Context: an optimization exercise on an open-source flow, tuned for small area. The choices shown serve that exercise and are no tape-out recipe. Function was checked by simulation only, so behaviour that the tests miss may differ from the original.

Setup of run A:
## gain
module gain
   ( input  logic                 clk,
     input  logic                 reset,
     input  logic                 avsWr,
     input  logic        [ 31 : 0 ] avsWrData,
     output logic        [ 31 : 0 ] avsRdData,
     input  logic                 st,
     input  logic signed [ 15 : 0 ] a,
     output logic                 rdy,
     output logic signed [ 15 : 0 ] y );
Size: about 650 cells after synthesis, ~66 flip-flops, ~100 I/O pins, about 7600 um2 of cells after synthesis.
==> flow/config.mk <==
export PLATFORM = sky130hd
export DESIGN_NAME = gain
export DESIGN_NICKNAME = gain
export VERILOG_FILES = /design/flow/design.v
export SDC_FILE = /design/flow/constraint.sdc
export NUM_CORES = 4
export LEC_CHECK = 0
export CAP_MARGIN = 20
export CORE_MARGIN = 2
export CORE_UTILIZATION = 75
export CTS_BUF_LIST = sky130_fd_sc_hd__clkbuf_8
export SETUP_SLACK_MARGIN = 0.05
export SLEW_MARGIN = 20
export SYNTH_HIERARCHICAL = 1
export SYNTH_MINIMUM_KEEP_SIZE = 0
==> flow/constraint.sdc <==
create_clock -name core_clock -period 6.4 [get_ports {clk}]
set_input_delay 1.2800 -clock core_clock [delete_from_list [all_inputs] [get_ports {clk}]]
set_output_delay 1.2800 -clock core_clock [all_outputs]
set_load 0.01 [all_outputs]
standard.sh (not shown) runs the stock make flow with config.mk's settings and CLKGATE_MAP_FILE= SYNTH_SCRIPT=/design/flow/synth_recipe.tcl, a recipe that flattens the netlist after the stock synthesis.
==> flow/flow/run.sh <==
#!/bin/bash
# Standard layout (the standard.sh: standard synthesis and ORFS steps) with these
# changes: every combinational cell is set to its smallest drive strength after
# floorplan (flow/downsize.tcl; later repair steps size up what they need), the ports
# are buffered with the smallest buffer cell, and clock tree synthesis adds no dummy
# loads. Each ORFS step keeps its own log under orfs/logs/; make's output goes to
# standard_flow.log.
set -euo pipefail
here=$(pwd)
bash standard.sh "POST_FLOORPLAN_TCL=$here/flow/downsize.tcl" \
  'BUFFER_PORTS_ARGS=-buffer_cell sky130_fd_sc_hd__buf_1' \
  'CTS_ARGS=-sink_clustering_enable -repair_clock_nets -buf_list sky130_fd_sc_hd__clkbuf_8 -dont_use_dummy_load' \
  finish > standard_flow.log 2>&1
==> flow/flow/downsize.tcl <==
# Sourced after floorplan (POST_FLOORPLAN_TCL): give every combinational cell
# the smallest drive strength of its function; the later repair steps size up
# what timing, slew and capacitance need.
set skip {^(df|dl|sdf|edf|conb|tap|fill|decap|diode|clk|lpflow|probe|macro)}
set dont_use [split [string trim $::env(DONT_USE_CELLS)]]
set n_swapped 0
foreach inst [get_cells *] {
  set m [get_property $inst ref_name]
  if { ![regexp {^sky130_fd_sc_hd__(.+)_([0-9]+)$} $m -> base drv] } { continue }
  if { [regexp $skip $base] } { continue }
  set best ""
  set best_area 1e9
  foreach lc [get_lib_cells sky130_fd_sc_hd__${base}_*] {
    set name [get_property $lc name]
    if { ![regexp "^sky130_fd_sc_hd__${base}_\[0-9\]+\$" $name] } { continue }
    if { [lsearch -exact $dont_use $name] >= 0 } { continue }
    set a [get_property $lc area]
    if { $a < $best_area } {
      set best_area $a
      set best $name
    }
  }
  if { $best ne "" && $best ne $m } {
    set cur_area [get_property [lindex [get_lib_cells $m] 0] area]
    if { $best_area < $cur_area } {
      replace_cell [get_property $inst full_name] $best
      incr n_swapped
    }
  }
}
puts "downsize: $n_swapped cells downsized"
> inputs changed (run A -> run B)
# run A
export LEC_CHECK = 0
export CAP_MARGIN = 20
export CORE_MARGIN = 2
export CORE_UTILIZATION = 75
export CTS_BUF_LIST = sky130_fd_sc_hd__clkbuf_8
export SETUP_SLACK_MARGIN = 0.05
export SLEW_MARGIN = 20
export SYNTH_HIERARCHICAL = 1
export SYNTH_MINIMUM_KEEP_SIZE = 0
create_clock -name core_clock -period 6.4 [get_ports {clk}]
# run B
export LEC_CHECK = 0
export CAP_MARGIN = 20
export CORE_MARGIN = 2
export CORE_UTILIZATION = 90
export CTS_BUF_LIST = sky130_fd_sc_hd__clkbuf_8
export SETUP_SLACK_MARGIN = 0.05
export SLEW_MARGIN = 20
export SYNTH_HIERARCHICAL = 1
export SYNTH_MINIMUM_KEEP_SIZE = 0
create_clock -name core_clock -period 6.4 [get_ports {clk}]
--- a/flow/flow/run.sh
+++ b/flow/flow/run.sh
@@ -4,5 +4,5 @@
 # floorplan (flow/downsize.tcl; later repair steps size up what they need), the ports
 # are buffered with the smallest buffer cell, and clock tree synthesis adds no dummy
-# loads. Each ORFS step keeps its own log under orfs/logs/; make's output goes to
+# loads, and the constant outputs share one tie cell. Each ORFS step keeps its own log under orfs/logs/; make's output goes to
 # standard_flow.log.
 set -euo pipefail
@@ -11,3 +11,3 @@
   'BUFFER_PORTS_ARGS=-buffer_cell sky130_fd_sc_hd__buf_1' \
   'CTS_ARGS=-sink_clustering_enable -repair_clock_nets -buf_list sky130_fd_sc_hd__clkbuf_8 -dont_use_dummy_load' \
-  finish > standard_flow.log 2>&1
+  'SKIP_REPAIR_TIE_FANOUT=1' finish > standard_flow.log 2>&1
Simple-gate area share of the yosys netlist came out exactly the same in run B and run A. For the routability congestion estimate, run B came in about 1.4% higher than run A did. Met2 routed wirelength, run B and run A: lower on run A. In the metrics for run B and run A, the one carrying the lower maximum fanout along the worst path is run A. Lower wire length on met3 goes to run A over run B.

## port drivers added, routing unchanged
No port has a modelled driver above. Below, the same layouts with a new extraction and two added sets of constraints. Step 1 (the two cells are an assumption about what drives the block):
set clk [get_ports {clk}]
set_driving_cell -lib_cell sky130_fd_sc_hd__clkbuf_16 $clk
set_driving_cell -lib_cell sky130_fd_sc_hd__buf_2 [delete_from_list [all_inputs] $clk]
Step 2 moves the port delays by t, midway between the first and last clock arrival at a register: inputs arrive t later, outputs are due t later. That takes back most of the time a late clock gives input paths. Three values: no drivers, after step 1, after step 2; two values: the first two.
| run | t, ns | setup slack, ns | slew at the worst register clock pin (ns) |
|---|---|---|---|
| run A | 0.374 | 0.406 / 0.406 / 0.406 | 0.08 / 0.08 |
| run B | 0.377 | 0.334 / 0.334 / 0.334 | 0.09 / 0.09 |
After both steps every run listed still meets setup and hold.
